Context: an optimization exercise on an open-source flow, tuned for small area and few clock cycles per item. The choices shown serve that exercise and are no tape-out recipe.
Only simulation tests tie the RTL to the original design; equivalence was not proved.
The clock port is modelled as an ideal driver; clocking choices that lean on that would not hold on a real chip.

==> flow/design.v, too long to show whole: its modules and the start of the top module <==
// module lab1: 7031 lines
// module csa_fa: 4 lines
// module csa_ha: 4 lines
// module r4_pp: 3 lines
// module csa_maj: 3 lines
// module csa_fa1: 4 lines
module lab1 #(
	parameter WIDTHIN = 16,
	parameter WIDTHOUT = 32
) (
	input clk,
	input reset,
	input i_valid,
	input i_ready,
	output o_valid,
	output o_ready,
	input [WIDTHIN-1:0] i_x,
	output [WIDTHOUT-1:0] o_y
);
  // ...
==> flow/run.sh <==
#!/bin/bash
# synth_recipe.tcl (not shown) runs the flow's synth.tcl, then flattens the netlist and writes it again
# the make line also repeats each setting of config.mk as NAME=value (left out here)
make -C /OpenROAD-flow-scripts/flow DESIGN_CONFIG=/design/flow/config.mk WORK_HOME=/design/flow/orfs CLKGATE_MAP_FILE= SYNTH_SCRIPT=/design/flow/synth_recipe.tcl finish
==> flow/config.mk <==
export PLATFORM = sky130hd
export DESIGN_NAME = lab1
export DESIGN_NICKNAME = lab1
export VERILOG_FILES = /design/flow/design.v
export SDC_FILE = /design/flow/constraint.sdc
export NUM_CORES = 4
export LEC_CHECK = 0
export CAP_MARGIN = 20
export CELL_PAD_IN_SITES_DETAIL_PLACEMENT = 1
export CELL_PAD_IN_SITES_GLOBAL_PLACEMENT = 1
export CORE_MARGIN = 2
export CORE_UTILIZATION = 40
export GPL_TIMING_DRIVEN = 0
export PLACE_DENSITY = 0.45
export SLEW_MARGIN = 20
export SYNTH_HIERARCHICAL = 1
==> flow/constraint.sdc <==
create_clock -name core_clock -period 8.0 [get_ports {clk}]
set_input_delay 1.6000 -clock core_clock [delete_from_list [all_inputs] [get_ports {clk}]]
set_output_delay 1.6000 -clock core_clock [all_outputs]
set_load 0.01 [all_outputs]
==> run summary, run 1 <==
status no timing/DRC/antenna violations; commonest cells in the synthesized netlist 746 x a222oi_1, 647 x fa_1, 391 x ha_1; initial antenna violation count 1; complex-gate fraction of the synthesized area 24.02%; CTS tree built; met3 usage 5.485%; Non-clk bufs 91; FFs & Latches 268; Antenna diodes 2; ClkCell Share 2.783%; Synth top area share 34.68%; Mapped Area 37340 um2; Post-Synth XOR/XNOR Area 1.595%; Async SR Flop Fraction 2.612%; Multi-input comb cells 2665; grt ovf 0; RR Endpoint f2_q[23]$_DFF_P_; RSZ-0062 raised after global routing false; Rows 112; dpl cells 4464; first-pass GRT wire length 227500 um; most frequent cell after synthesis a222oi_1; Root Driver clkbuf_16; Fillers 9815; area leader, netlist fa_1; I/O Pins 54; Via density 7.273; Finished Cell Area 41190 um2; non-filler cells, final 4531; Final Hold Fails 0
Testbench counts, summed over its fixed seeds: cycles 24,040, items 24,000.
==> run 2: changes to the inputs <==
--- a/flow/config.mk
+++ b/flow/config.mk
@@ -12,2 +12,4 @@
 export CORE_UTILIZATION = 40
+export CTS_CLUSTER_DIAMETER = 120
+export CTS_CLUSTER_SIZE = 20
 export GPL_TIMING_DRIVEN = 0
==> run summary, run 2 <==
status no timing/DRC/antenna violations (unchanged); Setup-failing EPs final 0 (unchanged); fin crit period 7.666 ns (was 7.724 ns); register area share after synthesis 15.29% (unchanged); Biggest register y_q (unchanged); Async SR Flop Fraction 2.612% (unchanged); max-cap viol count 0 (unchanged); total track usage 30.93% (was 31.24%); GP Congestion 0.8913 (unchanged); Area Growth Syn to Fin 8.882% (was 10.29%); crit path from f1_r[0]$_DFF_P_ (unchanged); Post-Route WL 150200 um (was 150700 um); crit path DAT 8.17 ns (was 8.23 ns); routed vias 32820 (was 32960); fin. max-slew vios 0 (unchanged); Antenna diodes 0 (was 2); Mapped Cells 3140 (unchanged); TNS Setup 0 ns (unchanged); worst hold path startpoint v[2]$_DFF_PP0_ (unchanged); max FFs per register 31 (unchanged); initial core utilization 40.19% (unchanged); CTS Hold Buffers Added 0 (unchanged); FF-to-FF setup slack 0.33 ns (was 0.28 ns); die outline width 309.5 um (unchanged); Post-synth EDFFs 31 (unchanged); total die area 95820 um2 (unchanged); area leader, netlist fa_1 (unchanged); Final Cycle Share 95.83% (was 96.54%); most frequent cell after synthesis a222oi_1 (unchanged); clock sink count 268 (unchanged); post-DR wirelength/cell 33.39 um (was 33.25 um); CP Launch Type flip-flop (unchanged); Syn. warnings 7 (unchanged); synth unique cells 66 (unchanged); worst-path fanout max 16 (unchanged); WS Path Type flip-flop to flip-flop (unchanged); #FFs+latches synth 268 (unchanged); Synth area leaders fa_1 35%, a222oi_1 20%, ha_1 13% (unchanged); most common cell after layout, fill and taps aside a222oi_1 (unchanged); RSZ-0062 raised after global routing false (unchanged); CTS max path bufs 3 (unchanged); Rows 112 (unchanged); Clock Skew 0.02517 ns (was 0.04973 ns); Worst-Margin Slew 1.233 ns (was 1.231 ns); Hold WC Path Type flip-flop to flip-flop (unchanged); fmax 130.4 MHz (was 129.5 MHz); Fillers 9829 (was 9815); Via density 7.296 (was 7.273); Root Driver clkbuf_16 (unchanged); Primary FF master, synth dfxtp_1 (unchanged); Avg Inst Size Synth 11.89 um2 (unchanged); Post-DP HPWL 107700 um (unchanged); Clk pin slew, worst setup/hold paths 0.09 ns (was 0.06 ns); Clk Latency, worst-skew pair 0.58 ns (was 0.61 ns); depth of the most critical reg-to-reg path 20 (unchanged); grt ovf 0 (unchanged); Core Box Area 92910 um2 (unchanged); DRT iter0 DRCs 6991 (was 7400); Final Hold Fails 0 (unchanged); Req. time, crit path 8.50 ns (about the same); Routed Antenna Nets 0 (unchanged); CP Capture Type flip-flop (unchanged); initial antenna violation count 0 (was 1); DR DRC count 0 (unchanged); first-pass GRT wire length 226500 um (was 227500 um); ratio of cells with drive above 1 in the final layout 8.570% (was 9.435%); H-tree level count 1 (was 2); biggest regs y_q (31), f4_q (29), f3_q (27) (unchanged); vias in the first global route 35150 (was 35240); RR Endpoint f2_q[23]$_DFF_P_ (unchanged); Chip Height 309.5 um (unchanged); Inserted Clock Buffers 20 (was 35); Synth top area share 34.68% (unchanged); R2R Path Start f1_r[0]$_DFF_P_ (unchanged); IO buf count 52 (unchanged); commonest cells in the synthesized netlist 746 x a222oi_1, 647 x fa_1, 391 x ha_1 (unchanged); most frequent cells in the layout 746 x a222oi_1, 647 x fa_1, 391 x ha_1 (unchanged); # nets final 4291 (was 4307); Slew HR 17.71% (was 17.84%); Mapped Area 37340 um2 (unchanged); CTS tree built (unchanged); crit path to f2_q[23]$_DFF_P_ (unchanged); largest net degree at the start of global routing 31 (unchanged); I/O Pins 54 (unchanged); TritonRoute pass-1 iters 17 (unchanged)
## run 2: cell counts after synthesis
Identical to the previous run, type by type.
## run 2: how the worst min path moves through the flow
| stage | slack, ns | end | cells after the start |
|---|---|---|---|
| after floorplan | 0.33 | v[1]$_DFF_PP0_ | 0 |
| after global placement | 0.34 | v[3]$_DFF_PP0_ | 0 |
| after detailed placement | 0.34 | v[3]$_DFF_PP0_ | 0 |
| after CTS | 0.36 | v[3]$_DFF_PP0_ | 0 |
| after global routing | 0.37 | v[3]$_DFF_PP0_ | 0 |
| final | 0.36 | v[3]$_DFF_PP0_ | 0 |
## run 2: cell families after synthesis
family / share of synthesized area (%)
fa+ha+maj: 47.79
mux: 1.943
buf+inv: 2.111
xor+xnor: 1.595
flops: 15.29
compound gates: 24.02
simple gates: 7.234
other cells: 0.02011
## run 2: layout make-up
class	count	area, um2	area share (%)
sequential	268	5767	14.18
inverter	188	705.7	1.736
buffer	21	83.83	0.2062
clock inverter	8	101.3	0.2493
timing repair buffer	69	764.5	1.880
multi-input combinational	2665	31140	76.59
clock buffer	25	529.3	1.302
tap	1254	1569	3.859
## run 2: per-layer routing
layer	track usage (%)	part of all wire, %	up-vias
met4	11.22	3.7	0
met1	41.66	40	16930
met5	0	0	-
li1	-	-	13270
met3	4.727	9.8	363
met2	50.42	47	2253
## run 2: worst max-delay path: stages, from the launching register on
cell      delay [ns]
dfxtp_1         0.95
clkbuf_1        0.50
nor2b_1         0.99
a222oi_1        0.31
ha_1            0.32
fa_1            0.46
fa_1            0.54
fa_1            0.43
ha_1            0.32
a21oi_1         0.20
o21bai_1        0.08
a21o_1          0.18
a41o_1          0.26
a211o_1         0.37
a311o_1         0.41
a21oi_1         0.32
o21ai_1         0.15
o41a_1          0.33
ha_1            0.18
nor2_1          0.13
xnor2_1         0.13
## run 2: repair_timing
action	in CTS	in global routing
setup buffers	0	0
setup endpoints to repair	2	0
hold endpoints to repair	0	0
gates resized for setup	2	0
## run 2: metrics by stage
| step | cell area, um2 | std cells | hold WS (ns) | worst slack [ns] | util, % |
|---|---|---|---|---|---|
| after CTS | 40510 | 4497 | 0.3578 | 0.2759 | 43.60 |
| after global placement | 39440 | 4448 | 0.3354 | -0.1204 | 42.45 |
| after detailed placement | 39870 | 4464 | 0.3363 | -0.1588 | 42.91 |
| after global routing | 40660 | 4498 | 0.3695 | 0.04834 | 43.76 |
| final | 40660 | 4498 | 0.3555 | 0.3336 | 43.76 |
| after floorplan | 37350 | 3142 | 0.3312 | 2.199 | - |
## run 2: per-module statistics from Yosys (local to each module, per instance)
module   copies in the design  cells  cell area, um2
lab1                        1   1315           12500
csa_fa1                    28      5           27.53
csa_fa                    647      1           20.02
r4_pp                     746      1           10.01
csa_ha                    292      1           12.51
==> run 3: changes to the inputs <==
--- a/flow/config.mk
+++ b/flow/config.mk
@@ -12,4 +12,4 @@
 export CORE_UTILIZATION = 40
-export CTS_CLUSTER_DIAMETER = 120
-export CTS_CLUSTER_SIZE = 20
+export CTS_CLUSTER_DIAMETER = 135
+export CTS_CLUSTER_SIZE = 25
 export GPL_TIMING_DRIVEN = 0
==> run summary, run 3 <==
Clock Skew 0.02373 ns (was 0.02517 ns); IO buf count 52 (unchanged); commonest cells in the synthesized netlist 746 x a222oi_1, 647 x fa_1, 391 x ha_1 (unchanged); fin. max-slew vios 0 (unchanged); DR DRC count 0 (unchanged); Mapped Cells 3140 (unchanged); Req. time, crit path 8.49 ns (was 8.50 ns); Slew HR 15.25% (was 17.71%); Rows 112 (unchanged); GP Congestion 0.8913 (unchanged); synth unique cells 66 (unchanged); final setup margin 0.3485 ns (was 0.3336 ns); Async SR Flop Fraction 2.612% (unchanged); clock sink count 268 (unchanged); I/O Pins 54 (unchanged); post-DR wirelength/cell 33.33 um (was 33.39 um); CTS Hold Buffers Added 0 (unchanged); worst-path fanout max 16 (unchanged); Via density 7.270 (was 7.296); Synth area leaders fa_1 35%, a222oi_1 20%, ha_1 13% (unchanged); Root Driver clkbuf_16 (unchanged); TritonRoute pass-1 iters 17 (unchanged); Area after DPL 39870 um2 (unchanged); Final Hold Fails 0 (unchanged); CTS max path bufs 3 (unchanged); Primary FF master, synth dfxtp_1 (unchanged); Core Box Area 92910 um2 (unchanged); largest net degree at the start of global routing 31 (unchanged); non-filler cells, final 4492 (was 4498); Final Cycle Share 95.64% (was 95.83%); most common cell after layout, fill and taps aside a222oi_1 (unchanged); Setup-failing EPs final 0 (unchanged); most frequent cell after synthesis a222oi_1 (unchanged); GRT met2 Usage 50.36% (was 50.42%); Routed Antenna Nets 0 (unchanged); Worst-Margin Slew 1.270 ns (was 1.233 ns); H-tree level count 1 (unchanged); total track usage 30.91% (was 30.93%); routed vias 32660 (was 32820); Setup Buffers After CTS 0 (unchanged); met3 usage 4.959% (was 4.727%); Avg Inst Size Synth 11.89 um2 (unchanged); CTS tree built (unchanged); grt ovf 0 (unchanged); Clk Latency, worst-skew pair 0.55 ns (was 0.58 ns); first-pass GRT wire length 226300 um (was 226500 um); area leader, netlist fa_1 (unchanged); Clk pin slew, worst setup/hold paths 0.10 ns (was 0.09 ns); RSZ-0062 raised after global routing false (unchanged); Placement Setup Slack -0.1588 ns (unchanged); initial core utilization 40.19% (unchanged); CP Launch Type flip-flop (unchanged); # resized after CTS 1 (was 2); register area share after synthesis 15.29% (unchanged); Finished Cell Area 40560 um2 (was 40660 um2); GR Util met1 41.57% (was 41.66%); Hold WC Path Type flip-flop to flip-flop (unchanged); fmax 130.7 MHz (was 130.4 MHz); most frequent cells in the layout 746 x a222oi_1, 647 x fa_1, 391 x ha_1 (unchanged); Antenna diodes 0 (unchanged); CP Capture Type flip-flop (unchanged); ratio of cells with drive above 1 in the final layout 8.462% (was 8.570%); # nets final 4288 (was 4291); vias in the first global route 35050 (was 35150); WS Path Type flip-flop to flip-flop (unchanged); initial antenna violation count 0 (unchanged); Biggest register y_q (unchanged); fin crit period 7.652 ns (was 7.666 ns); Inserted Clock Buffers 17 (was 20); crit path DAT 8.14 ns (was 8.17 ns); dpl cells 4464 (unchanged); Syn. warnings 7 (unchanged); die outline width 309.5 um (unchanged); #FFs+latches synth 268 (unchanged); DRT iter0 DRCs 7405 (was 6991); biggest regs y_q (31), f4_q (29), f3_q (27) (unchanged); TNS Setup 0 ns (unchanged); Post-synth EDFFs 31 (unchanged); total die area 95820 um2 (unchanged); Mapped Area 37340 um2 (unchanged); max FFs per register 31 (unchanged); Post-Route WL 149700 um (was 150200 um); Top Usage Layer GRT met2 (unchanged); Fillers 9827 (was 9829); Post-DP HPWL 107700 um (unchanged); status no timing/DRC/antenna violations (unchanged); max-cap viol count 0 (unchanged); Synth top area share 34.68% (unchanged); Chip Height 309.5 um (unchanged); Area Growth Syn to Fin 8.621% (was 8.882%)
## run 3: cell counts after synthesis
Identical to the previous run, type by type.
## run 3: cell families after synthesis
| kind of cell | Yosys count | synth area share (%) |
|---|---|---|
| fa+ha+maj | 1038 | 47.79 |
| compound gates | 963 | 24.02 |
| simple gates | 523 | 7.234 |
| flops | 268 | 15.29 |
| buf+inv | 209 | 2.111 |
| mux | 69 | 1.943 |
| xor+xnor | 68 | 1.595 |
| other cells | 2 | 0.02011 |
## run 3: stage by stage
step | hold slack, ns | util, %
final | 0.3567 | 43.66
after global routing | 0.3724 | 43.66
after CTS | 0.3605 | 43.49
after detailed placement | 0.3363 | 42.91
after floorplan | 0.3312 | -
after global placement | 0.3354 | 42.45
## run 3: worst max-delay path: stages (launching register included)
cell	delay (ns)
dfxtp_1	1.00
clkbuf_1	0.51
nor2b_1	0.96
a222oi_1	0.28
ha_1	0.39
fa_1	0.41
fa_1	0.52
fa_1	0.43
ha_1	0.31
a21oi_1	0.20
o21bai_1	0.08
a21o_1	0.18
a41o_1	0.26
a211o_1	0.38
a311o_1	0.41
a21oi_1	0.32
o21ai_1	0.16
o41a_1	0.34
ha_1	0.19
nor2_1	0.12
xnor2_1	0.13
## run 3: path summary, 6_finish.rpt
kind	start	endpoint	slack (ns)	depth (start not counted)
min in group asynchronous	reset	rot[0]$_DFF_PP0_	1.27	2
max	f1_r[0]$_DFF_P_	f2_q[23]$_DFF_P_	0.35	20
min	t_r[17]$_DFF_P_	t_1r[17]$_DFF_P_	0.36	0
min reg2reg	t_r[17]$_DFF_P_	t_1r[17]$_DFF_P_	0.36	0
max reg2reg	f1_r[0]$_DFF_P_	f2_q[23]$_DFF_P_	0.35	20
max in group asynchronous	reset	rot[1]$_DFF_PP0_	6.52	2
## run 3: per-layer routing
metal  part of all wire (%)  vias to the layer above
li1                       -                    13260
met1                     39                    16810
met2                     47                     2220
met3                     10                      366
met4                    3.9                        0
met5                      0                        -
## run 3: cell type report
cell class | instances | area, um2 | share of cell area, %
multi-input combinational | 2665 | 31140 | 76.77
timing repair buffer | 69 | 764.5 | 1.885
tap | 1254 | 1569 | 3.868
inverter | 188 | 705.7 | 1.740
buffer | 21 | 83.83 | 0.2067
clock buffer | 18 | 429.2 | 1.058
sequential | 268 | 5767 | 14.22
clock inverter | 9 | 103.9 | 0.2560
## run 3: per-module statistics from Yosys, one instance, submodules excluded
module   area, um2  flip-flops and latches
csa_fa1      27.53                       0
csa_fa       20.02                       0
lab1         12500                     268
csa_ha       12.51                       0
r4_pp        10.01                       0
==> run 4: changes to the inputs <==
==> flow/flow/run.sh (new file) <==
#!/bin/bash
# Standard ORFS layout (the standard.sh, unchanged synthesis), with two changes:
#  - the port buffers are the smallest buffer cell (every port still gets its own buffer);
#  - the detailed placer keeps one free site on each side of every a222oi cell
#    (flow/pad.tcl, sourced before detailed placement and CTS; not in global
#    routing, whose placement check would then trip over the diodes it inserts).
set -euo pipefail
PAD="$PWD/flow/pad.tcl"
bash standard.sh "BUFFER_PORTS_ARGS=-buffer_cell sky130_fd_sc_hd__buf_1" \
  "PRE_DETAIL_PLACE_TCL=$PAD" "PRE_CTS_TCL=$PAD" \
  finish > standard.log 2>&1
==> flow/flow/pad.tcl (new file) <==
# The a222oi cells have six input pins in one row; give each one free site on
# either side so the router can reach all of them.
set_placement_padding -masters {sky130_fd_sc_hd__a222oi_1} -left 1 -right 1
==> flow/standard.sh (new file) <==
#!/bin/bash
# synth_recipe.tcl (not shown) runs the flow's synth.tcl, then flattens the netlist and writes it again
# the make line also repeats each setting of config.mk as NAME=value (left out here)
make -C /OpenROAD-flow-scripts/flow DESIGN_CONFIG=/design/flow/config.mk WORK_HOME=/design/flow/orfs CLKGATE_MAP_FILE= SYNTH_SCRIPT=/design/flow/synth_recipe.tcl "${@:-finish}"
==> flow/config.mk (replaced) <==
export PLATFORM = sky130hd
export DESIGN_NAME = lab1
export DESIGN_NICKNAME = lab1
export VERILOG_FILES = /design/flow/design.v
export SDC_FILE = /design/flow/constraint.sdc
export NUM_CORES = 4
export LEC_CHECK = 0
export CAP_MARGIN = 20
export CORE_MARGIN = 2
export CORE_UTILIZATION = 40
export GPL_TIMING_DRIVEN = 0
export SLEW_MARGIN = 20
export SYNTH_HIERARCHICAL = 1
removed: flow/run.sh
==> run summary, run 4 <==
status no timing/DRC/antenna violations (unchanged); Clk pin slew, worst setup/hold paths 0.06 ns (was 0.10 ns); most common cell after layout, fill and taps aside a222oi_1 (unchanged); GP Congestion 0.9237 (was 0.8913); Setup-failing EPs final 0 (unchanged); # nets final 4299 (was 4288); worst-path fanout max 21 (was 16); initial core utilization 40.19% (unchanged); die outline width 309.5 um (unchanged); Via density 7.216 (was 7.270); Synth area leaders fa_1 35%, a222oi_1 20%, ha_1 13% (unchanged); largest family of logic cells by synthesized area adder cells (unchanged); Routed Antenna Nets 0 (unchanged); Post-Synth Adder-Cell Area 47.79% (unchanged); vias in the first global route 33990 (was 35050); post-DR wirelength/cell 28.93 um (was 33.33 um); synth unique cells 66 (unchanged); Clk Latency, worst-skew pair 0.57 ns (was 0.55 ns); Hold WC Path Type flip-flop to flip-flop (unchanged); Async SR Flop Fraction 2.612% (unchanged); Area Growth Syn to Fin 9.073% (was 8.621%); biggest regs y_q (31), f4_q (29), f3_q (27) (unchanged); initial antenna violation count 0 (unchanged); fin crit period 7.602 ns (was 7.652 ns); ratio of cells with drive above 1 in the final layout 8.693% (was 8.462%); Inserted Clock Buffers 35 (was 17); IO buf count 52 (unchanged); cell at the slowest stage of the critical path dfxtp_1 (unchanged); Core Box Area 92910 um2 (unchanged); DR DRC count 0 (unchanged); Clock Skew 0.02700 ns (was 0.02373 ns); multiplexer share of the synthesized area 1.943% (unchanged); Post-Synth Simple-Gate Area 7.234% (unchanged); CP Capture Type flip-flop (unchanged); CTS tree built (unchanged); CTS Hold Buffers Added 0 (unchanged); WS Path Type flip-flop to flip-flop (unchanged); Antenna diodes 0 (unchanged); #FFs+latches synth 268 (unchanged); Post-Synth XOR/XNOR Area 1.595% (unchanged); most frequent cells in the layout 746 x a222oi_1, 647 x fa_1, 391 x ha_1 (unchanged); commonest cells in the synthesized netlist 746 x a222oi_1, 647 x fa_1, 391 x ha_1 (unchanged); Slew HR 16.73% (was 15.25%); largest net degree at the start of global routing 32 (was 31); I/O Pins 54 (unchanged); Setup Buffers After CTS 0 (unchanged); Layout Utilization 43.84% (was 43.66%); TNS Setup 0 ns (unchanged); register area share after synthesis 15.29% (unchanged); fin. max-slew vios 0 (unchanged); Synth top area share 34.68% (unchanged); RSZ-0062 raised after global routing false (unchanged); most frequent cell after synthesis a222oi_1 (unchanged); Final Hold Fails 0 (unchanged); Final Cycle Share 95.03% (was 95.64%); Avg Inst Size Synth 11.89 um2 (unchanged); total track usage 27.12% (was 30.91%); DRT iter0 DRCs 8000 (was 7405); max incr delay on CP 1.05 ns (was 1.00 ns); Rows 112 (unchanged); Primary FF master, synth dfxtp_1 (unchanged); Mapped Area 37340 um2 (unchanged); Post-synth EDFFs 31 (unchanged); Syn. warnings 7 (unchanged); max-cap viol count 0 (unchanged); Req. time, crit path 8.32 ns (was 8.49 ns); most frequent cell on the critical path fa_1; crit-path cells clkbuf_1 -> mux2i_1 -> or2_2 -> ha_1 -> fa_1 -> fa_1 -> fa_1 -> fa_1 -> ha_1 -> nand4_1 -> or3_1 -> nor4_1 -> o41ai_2 -> a21oi_1 -> o31a_1 -> a21oi_1 -> o21ai_1 -> ha_1 -> nor2_1 -> xor2_1 (was clkbuf_1 -> nor2b_1 -> a222oi_1 -> ha_1 -> fa_1 -> fa_1 -> fa_1 -> ha_1 -> a21oi_1 -> o21bai_1 -> a21o_1 -> a41o_1 -> a211o_1 -> a311o_1 -> a21oi_1 -> o21ai_1 -> o41a_1 -> ha_1 -> nor2_1 -> xnor2_1); crit path DAT 7.92 ns (was 8.14 ns); routed vias 32620 (was 32660); # resized after CTS 0 (was 1); Post-DP HPWL 90120 um (was 107700 um); CP Launch Type flip-flop (unchanged); Worst-Margin Slew 1.247 ns (was 1.270 ns); area leader, netlist fa_1 (unchanged); total die area 95820 um2 (unchanged); max FFs per register 31 (unchanged); Biggest register y_q (unchanged); grt ovf 0 (unchanged); Post-Route WL 130800 um (was 149700 um); clock sink count 268 (unchanged); fmax 131.5 MHz (was 130.7 MHz); complex-gate fraction of the synthesized area 24.02% (unchanged); Mapped Cells 3140 (unchanged); first-pass GRT wire length 203100 um (was 226300 um); TritonRoute pass-1 iters 17 (unchanged); FF-to-FF setup slack 0.40 ns (was 0.35 ns); Chip Height 309.5 um (unchanged)
[run 4: cell types whose count changed in the layout (fill, tap and decap cells not counted), moves of 4 or more]
cell,previous run,this run
nor2b_2,85,72
buf_4,9,5
clkdlybuf4s50_1,52,0
buf_1,0,52
clkbuf_16,17,37
clkinvlp_4,0,4
dfxtp_1,185,195
buf_16,4,0
nor2_2,27,31
nor2b_1,23,36
nor2_1,106,102
dfxtp_2,45,35
[run 4: final cells by class]
cell class	count	area [um2]
well taps	1254	1569
clock buffers	43	979.7
repair buffers	62	305.3
plain buffers	21	83.83
clock inverters	20	216.5
flip-flops and latches	268	5754
multi-input cells	2665	31120
fillers	9003	52180
inverters	188	705.7
[run 4: logic make-up (layout without fill, tap and decap cells)]
family,Yosys count,after routing
adders and majority gates,1038,1038
AOI/OAI and AO/OA,963,963
and+or+nand+nor,523,523
DFF,268,268
buffers and inverters,209,334
muxes,69,69
xor gates and xnor gates,68,68
other,2,4
[run 4: layer usage]
metal / GRT usage (%) / vias up / wire length, um
met3: 5.663 / 524 / 17280
met1: 36.71 / 16010 / 49690
met5: 0 / - / 0
li1: - / 13320 / -
met4: 12.19 / 0 / 6060
met2: 41.81 / 2770 / 57780
[run 4: critical path: cells and delay by family (launching register included)]
kind	cells	cell delay, ns
xor+xnor	1	0.14
mux	1	0.15
compound gates	5	1.10
flops	1	1.05
simple gates	5	1.62
fa+ha+maj	7	2.71
buf+inv	1	0.54
[run 4: modules after synthesis, one instance, submodules excluded]
module	cells inside	cell area, um2	flip-flops and latches
r4_pp	1	10.01	0
csa_fa1	5	27.53	0
csa_ha	1	12.51	0
csa_fa	1	20.02	0
lab1	1315	12500	268
[run 4: metrics by stage]
stage | hold WS (ns) | area [um2] | instances | worst slack (ns)
floorplan | 0.3312 | 37350 | 3142 | 2.199
global placement | 0.3365 | 39120 | 4448 | 0.2956
detailed placement | 0.3402 | 39360 | 4455 | 0.4025
CTS | 0.3542 | 40560 | 4518 | 0.4305
global route | 0.3562 | 40730 | 4521 | 0.02395
finish | 0.3520 | 40730 | 4521 | 0.3978
[run 4: worst paths after layout]
path,start,to,depth (start not counted)
worst max-delay path,x_3[15]$_DFF_P_,y_q[29]$_DFFE_PP_,20
worst min-delay path,v[2]$_DFF_PP0_,v[3]$_DFF_PP0_,0
worst max register to register,x_3[15]$_DFF_P_,y_q[29]$_DFFE_PP_,20
worst min register to register,v[2]$_DFF_PP0_,v[3]$_DFF_PP0_,0
max in group asynchronous,reset,yv$_DFF_PP0_,2
min in group asynchronous,reset,rot[0]$_DFF_PP0_,2
==> run 5: changes to the inputs <==
--- a/flow/config.mk
+++ b/flow/config.mk
@@ -10,2 +10,4 @@
 export CORE_UTILIZATION = 40
+export CTS_CLUSTER_DIAMETER = 120
+export CTS_CLUSTER_SIZE = 20
 export GPL_TIMING_DRIVEN = 0
==> run summary, run 5 <==
Slew HR 17.93% (was 16.73%); TritonRoute pass-1 iters 21 (was 17); clock sink count 268 (unchanged); cell at the slowest stage of the critical path dfxtp_1 (unchanged); die outline width 309.5 um (unchanged); fmax 132.1 MHz (was 131.5 MHz); most frequent cell after synthesis a222oi_1 (unchanged); worst-path fanout max 21 (unchanged); max FFs per register 31 (unchanged); Core Box Area 92910 um2 (unchanged); Inserted Clock Buffers 20 (was 35); most frequent cell on the critical path fa_1 (unchanged); Area Growth Syn to Fin 7.696% (was 9.073%); Layout Utilization 43.29% (was 43.84%); Hold WC Path Type flip-flop to flip-flop (unchanged); # resized after CTS 0 (unchanged); register area share after synthesis 15.29% (unchanged); Crit path max-delay family adder cells (unchanged); Setup-failing EPs final 0 (unchanged); Finished Cell Area 40220 um2 (was 40730 um2); CTS tree built (unchanged); Buf/Inv on CP 1 (unchanged); most frequent cells in the layout 746 x a222oi_1, 647 x fa_1, 391 x ha_1 (unchanged); most common cell after layout, fill and taps aside a222oi_1 (unchanged); non-filler cells, final 4492 (was 4521); total track usage 26.95% (was 27.12%); grt ovf 0 (unchanged); GP Congestion 0.9237 (unchanged); max incr delay on CP 1.06 ns (was 1.05 ns); commonest cells in the synthesized netlist 746 x a222oi_1, 647 x fa_1, 391 x ha_1 (unchanged); CP Capture Type flip-flop (unchanged); Synth area leaders fa_1 35%, a222oi_1 20%, ha_1 13% (unchanged); RSZ-0062 raised after global routing false (unchanged); Req. time, crit path 8.34 ns (was 8.32 ns); Antenna diodes 0 (unchanged); crit-path cells clkbuf_1 -> mux2i_1 -> or2_2 -> ha_1 -> fa_1 -> fa_1 -> fa_1 -> fa_1 -> ha_1 -> nand4_1 -> or3_1 -> nor4_1 -> o41ai_2 -> a21oi_1 -> o31a_1 -> a21oi_1 -> o21ai_1 -> ha_1 -> nor2_1 -> xor2_1 (unchanged); status no timing/DRC/antenna violations (unchanged); dpl cells 4455 (unchanged); Clk pin slew, worst setup/hold paths 0.10 ns (was 0.06 ns); Syn. warnings 7 (unchanged); Synth top area share 34.68% (unchanged); Post-DP HPWL 90120 um (unchanged); # nets final 4287 (was 4299); footprint of the multi-input gates 31120 um2 (about the same); DR DRC count 0 (unchanged); Via density 7.247 (was 7.216); fin crit period 7.571 ns (was 7.602 ns); fin. max-slew vios 0 (unchanged); CP Launch Type flip-flop (unchanged); DRT iter0 DRCs 8353 (was 8000); Final Hold Fails 0 (unchanged); crit path DAT 7.91 ns (was 7.92 ns); IO buf count 52 (unchanged); initial core utilization 40.19% (unchanged); Mapped Cells 3140 (unchanged); Post-synth EDFFs 31 (unchanged); total die area 95820 um2 (unchanged); Worst Hold Slack 0.3576 ns (was 0.3520 ns); final setup margin 0.4286 ns (was 0.3978 ns); synth unique cells 66 (unchanged); routed vias 32550 (was 32620); Setup Buffers After CTS 0 (unchanged); Chip Height 309.5 um (unchanged); WS Path Type flip-flop to flip-flop (unchanged); largest net degree at the start of global routing 32 (unchanged); Final Cycle Share 94.64% (was 95.03%); #FFs+latches synth 268 (unchanged); TNS Setup 0 ns (unchanged); CTS Hold Buffers Added 0 (unchanged); Mapped Area 37340 um2 (unchanged); Fillers 9020 (was 9003); post-DR wirelength/cell 29.05 um (was 28.93 um); first-pass GRT wire length 202700 um (was 203100 um); Worst-Margin Slew 1.229 ns (was 1.247 ns); Rows 112 (unchanged); ratio of cells with drive above 1 in the final layout 7.875% (was 8.693%); Area after DPL 39360 um2 (unchanged); Primary FF master, synth dfxtp_1 (unchanged); area leader, netlist fa_1 (unchanged); Placement Setup Slack 0.4025 ns (unchanged); Clk Latency, worst-skew pair 0.58 ns (was 0.57 ns); Sequential Area 5754 um2 (unchanged); biggest regs y_q (31), f4_q (29), f3_q (27) (unchanged); Biggest register y_q (unchanged); max-cap viol count 0 (unchanged); Post-Route WL 130500 um (was 130800 um); Clock Skew 0.04887 ns (was 0.02700 ns); Async SR Flop Fraction 2.612% (unchanged); I/O Pins 54 (unchanged); vias in the first global route 33910 (was 33990); Routed Antenna Nets 0 (unchanged); initial antenna violation count 0 (unchanged); Avg Inst Size Synth 11.89 um2 (unchanged)
run 5: cell types whose count changed in the layout (fill, tap and decap cells not counted), moves of 3 or more:
cell | before | now
clkbuf_8 | 3 | 0
clkbuf_16 | 37 | 21
clkinvlp_4 | 4 | 0
clkinv_4 | 4 | 0
inv_8 | 3 | 0
clkinv_2 | 3 | 0
run 5: kinds of logic (layout without fill, tap and decap cells):
logic type | Yosys count | count (layout) | synth area share [%]
adder cells (fa/ha/maj) | 1038 | 1038 | 47.79
flip-flops | 268 | 268 | 15.29
AO/OA/AOI/OAI | 963 | 963 | 24.02
buffers and inverters | 209 | 305 | 2.111
XOR/XNOR | 68 | 68 | 1.595
AND/OR/NAND/NOR | 523 | 523 | 7.234
multiplexers | 69 | 69 | 1.943
other | 2 | 4 | 0.02011
run 5: path summary, 6_finish.rpt:
path / start / endpoint / slack, ns / depth (start not counted)
worst max-delay path: x_3[15]$_DFF_P_ / y_q[29]$_DFFE_PP_ / 0.43 / 20
worst min-delay path: v[0]$_DFF_PP0_ / v[1]$_DFF_PP0_ / 0.36 / 0
worst max register to register: x_3[15]$_DFF_P_ / y_q[29]$_DFFE_PP_ / 0.43 / 20
worst min register to register: v[0]$_DFF_PP0_ / v[1]$_DFF_PP0_ / 0.36 / 0
max in group asynchronous: reset / rot[1]$_DFF_PP0_ / 6.85 / 2
min in group asynchronous: reset / rot[0]$_DFF_PP0_ / 0.90 / 2
run 5: final cells by class:
class	instances	share of cell area (%)
buffer	21	0.2084
clock buffer	24	1.335
clock inverter	7	0.2800
inverter	188	1.755
multi-input combinational	2665	77.38
sequential	268	14.31
tap	1254	3.901
timing repair buffer	65	0.8338
run 5: worst reg2reg max path: stages (launching register included):
cell and delay (ns):
dfxtp_1 1.06, clkbuf_1 0.57, mux2i_1 0.15, or2_2 0.36
ha_1 0.33, fa_1 0.51, fa_1 0.42, fa_1 0.52
fa_1 0.41, ha_1 0.36, nand4_1 0.18, or3_1 0.40
nor4_1 0.62, o41ai_2 0.31, a21oi_1 0.30, o31a_1 0.21
a21oi_1 0.11, o21ai_1 0.20, ha_1 0.17, nor2_1 0.05
xor2_1 0.14
run 5: Yosys stat by module, one instance, submodules excluded:
module   cell area, um2  copies in the design
csa_fa            20.02                   647
lab1              12500                     1
csa_fa1           27.53                    28
r4_pp             10.01                   746
csa_ha            12.51                   292
run 5: metal layers:
metal / wire (um) / vias to the layer above / GRT usage, %
li1: - / 13260 / -
met1: 49520 / 15960 / 36.85
met2: 57200 / 2836 / 41.66
met3: 17650 / 500 / 5.280
met4: 6148 / 0 / 11.45
met5: 0 / - / 0
==> run 6: changes to the inputs <==
--- a/flow/config.mk
+++ b/flow/config.mk
@@ -10,4 +10,4 @@
 export CORE_UTILIZATION = 40
-export CTS_CLUSTER_DIAMETER = 120
-export CTS_CLUSTER_SIZE = 20
+export CTS_CLUSTER_DIAMETER = 135
+export CTS_CLUSTER_SIZE = 25
 export GPL_TIMING_DRIVEN = 0
==> run summary, run 6 <==
largest family of logic cells by synthesized area adder cells (unchanged); Via density 7.226 (was 7.247); Antenna diodes 0 (unchanged); Clock Skew 0.02458 ns (was 0.04887 ns); Req. time, crit path 8.31 ns (was 8.34 ns); Core Box Area 92910 um2 (unchanged); biggest regs y_q (31), f4_q (29), f3_q (27) (unchanged); Finished Cell Area 40060 um2 (was 40220 um2); total die area 95820 um2 (unchanged); clock sink count 268 (unchanged); CP Depth 20 (unchanged); Clk Latency, worst-skew pair 0.55 ns (was 0.58 ns); Post-Route WL 130100 um (was 130500 um); Area Growth Syn to Fin 7.264% (was 7.696%); fin. max-slew vios 0 (unchanged); CTS Hold Buffers Added 0 (unchanged); cell at the slowest stage of the critical path dfxtp_1 (unchanged); Slew HR 15.54% (was 17.93%); hold depth 0 (unchanged); routed vias 32400 (was 32550); Setup Buffers After CTS 0 (unchanged); depth of the most critical reg-to-reg path 20 (unchanged); DR DRC count 0 (unchanged); GP Congestion 0.9237 (unchanged); Hold WC Path Type flip-flop to flip-flop (unchanged); CP Capture Type flip-flop (unchanged); Buf/Inv on CP 1 (unchanged); Post-Synth Adder-Cell Area 47.79% (unchanged); TNS Setup 0 ns (unchanged); most frequent cell after synthesis a222oi_1 (unchanged); area leader, netlist fa_1 (unchanged); largest net degree at the start of global routing 32 (unchanged); Rows 112 (unchanged); ratio of cells with drive above 1 in the final layout 7.647% (was 7.875%); dpl cells 4455 (unchanged); crit-path cells clkbuf_1 -> mux2i_1 -> or2_2 -> ha_1 -> fa_1 -> fa_1 -> fa_1 -> fa_1 -> ha_1 -> nand4_1 -> or3_1 -> nor4_1 -> o41ai_2 -> a21oi_1 -> o31a_1 -> a21oi_1 -> o21ai_1 -> ha_1 -> nor2_1 -> xor2_1 (unchanged); first-pass GRT wire length 202200 um (was 202700 um); RSZ-0062 raised after global routing false (unchanged); Setup-failing EPs final 0 (unchanged); worst-path fanout max 21 (unchanged); Placement Setup Slack 0.4025 ns (unchanged); Post-Synth Simple-Gate Area 7.234% (unchanged); WS Path Type flip-flop to flip-flop (unchanged); initial antenna violation count 0 (unchanged); complex-gate fraction of the synthesized area 24.02% (unchanged); most common cell after layout, fill and taps aside a222oi_1 (unchanged); commonest cells in the synthesized netlist 746 x a222oi_1, 647 x fa_1, 391 x ha_1 (unchanged); # resized after CTS 0 (unchanged); final setup margin 0.3834 ns (was 0.4286 ns); initial core utilization 40.19% (unchanged); Post-DP HPWL 90120 um (unchanged); fmax 131.3 MHz (was 132.1 MHz); Crit path max-delay family adder cells (unchanged); #FFs+latches synth 268 (unchanged); total track usage 26.91% (was 26.95%); Post-synth EDFFs 31 (unchanged); crit path DAT 7.93 ns (was 7.91 ns); Async SR Flop Fraction 2.612% (unchanged); Mapped Area 37340 um2 (unchanged); IO buf count 52 (unchanged); max incr delay on CP 1.05 ns (was 1.06 ns); non-filler cells, final 4484 (was 4492); max FFs per register 31 (unchanged); CTS tree built (unchanged); Final Cycle Share 95.21% (was 94.64%); Chip Height 309.5 um (unchanged); register area share after synthesis 15.29% (unchanged); Mapped Cells 3140 (unchanged); Synth top area share 34.68% (unchanged); vias in the first global route 33760 (was 33910); Post-Synth XOR/XNOR Area 1.595% (unchanged); Routed Antenna Nets 0 (unchanged); status no timing/DRC/antenna violations (unchanged); I/O Pins 54 (unchanged); fin crit period 7.617 ns (was 7.571 ns); # nets final 4281 (was 4287); max-cap viol count 0 (unchanged); Primary FF master, synth dfxtp_1 (unchanged); CP Launch Type flip-flop (unchanged); Syn. warnings 7 (unchanged); Biggest register y_q (unchanged); die outline width 309.5 um (unchanged); grt ovf 0 (unchanged); most frequent cells in the layout 746 x a222oi_1, 647 x fa_1, 391 x ha_1 (unchanged); most frequent cell on the critical path fa_1 (unchanged); Clk pin slew, worst setup/hold paths 0.10 ns (about the same); Inserted Clock Buffers 16 (was 20); Area after DPL 39360 um2 (unchanged); Synth area leaders fa_1 35%, a222oi_1 20%, ha_1 13% (unchanged); TritonRoute pass-1 iters 17 (was 21); multiplexer share of the synthesized area 1.943% (unchanged); Avg Inst Size Synth 11.89 um2 (unchanged); DRT iter0 DRCs 8424 (was 8353); Final Hold Fails 0 (unchanged); Worst-Margin Slew 1.264 ns (was 1.229 ns); synth unique cells 66 (unchanged); post-DR wirelength/cell 29.01 um (was 29.05 um)
-- run 6: through the flow --
stage          utilization [%]  hold WS [ns]
6_report                 43.11        0.3610
5_1_grt                  43.11        0.3676
4_1_cts                  42.91        0.3645
3_5_place_dp             42.37        0.3402
3_3_place_gp             42.10        0.3365
2_1_floorplan                -        0.3312
-- run 6: worst paths after layout --
| check | from | end | slack (ns) |
|---|---|---|---|
| worst min-delay path | v[0]$_DFF_PP0_ | v[1]$_DFF_PP0_ | 0.36 |
| worst min register to register | v[0]$_DFF_PP0_ | v[1]$_DFF_PP0_ | 0.36 |
| max in group asynchronous | reset | rot[1]$_DFF_PP0_ | 6.84 |
| min in group asynchronous | reset | rot[0]$_DFF_PP0_ | 0.93 |
| worst max-delay path | x_3[15]$_DFF_P_ | y_q[29]$_DFFE_PP_ | 0.38 |
| worst max register to register | x_3[15]$_DFF_P_ | y_q[29]$_DFFE_PP_ | 0.38 |
-- run 6: layout make-up --
type                       count  area, um2
multi-input combinational   2665      31120
fill                        9040      52850
inverter                     188      705.7
buffer                        21      83.83
clock inverter                 5      66.31
sequential                   268       5754
timing repair buffer          63      320.3
clock buffer                  20      436.7
tap                         1254       1569
-- run 6: logic make-up after synthesis --
kind of cell / after synthesis
other cells: 2
flops: 268
mux: 69
fa+ha+maj: 1038
compound gates: 963
simple gates: 523
buf+inv: 209
xor+xnor: 68
-- run 6: modules after synthesis (local to each module, per instance) --
module / cells / area, um2 / copies in the design / flip-flops and latches
r4_pp: 1 / 10.01 / 746 / 0
csa_ha: 1 / 12.51 / 292 / 0
csa_fa: 1 / 20.02 / 647 / 0
csa_fa1: 5 / 27.53 / 28 / 0
lab1: 1315 / 12500 / 1 / 268
-- run 6: metal layers --
| layer | global-route usage [%] | routed length, um | up-vias |
|---|---|---|---|
| met1 | 36.89 | 49340 | 15850 |
| met4 | 11.12 | 6012 | 0 |
| li1 | - | - | 13260 |
| met2 | 41.71 | 57250 | 2797 |
| met3 | 5.178 | 17460 | 498 |
| met5 | 0 | 0 | - |
-- run 6: worst register-to-register path, stage by stage, from the launching register on --
cell and delay [ns]:
dfxtp_1 1.05, clkbuf_1 0.57, mux2i_1 0.15, or2_2 0.36, ha_1 0.33, fa_1 0.51, fa_1 0.43, fa_1 0.52
fa_1 0.41, ha_1 0.36, nand4_1 0.18, or3_1 0.40, nor4_1 0.64, o41ai_2 0.29, a21oi_1 0.30, o31a_1 0.21
a21oi_1 0.11, o21ai_1 0.20, ha_1 0.17, nor2_1 0.05, xor2_1 0.14

separate check: timing with driven ports:
Ports are ideal in the flow. The routed layouts listed here were re-timed in OpenROAD. Step 1, drivers: a clkbuf_16 drives clk and a buf_2 each remaining input, both assumed. Step 2 times the ports against the registers' clock, not the clock port: input delays grow and output delays shrink by t, the midpoint of the rising clock arrivals with the driver on. Three values: ideal, step 1, step 2; two values: the first two.
run | shift t [ns] | setup WS [ns] | clock arrival spread, ns
run 1 | 0.646 | 0.276 / 0.276 / 0.276 | 0.049 / 0.050
run 2 | 0.634 | 0.334 / 0.334 / 0.334 | 0.026 / 0.026
run 3 | 0.607 | 0.348 / 0.348 / 0.348 | 0.025 / 0.025
run 4 | 0.629 | 0.398 / 0.398 / 0.398 | 0.027 / 0.027
run 5 | 0.623 | 0.429 / 0.429 / 0.429 | 0.051 / 0.051
run 6 | 0.611 | 0.383 / 0.383 / 0.383 | 0.025 / 0.025
After both steps every run listed still meets setup and hold.
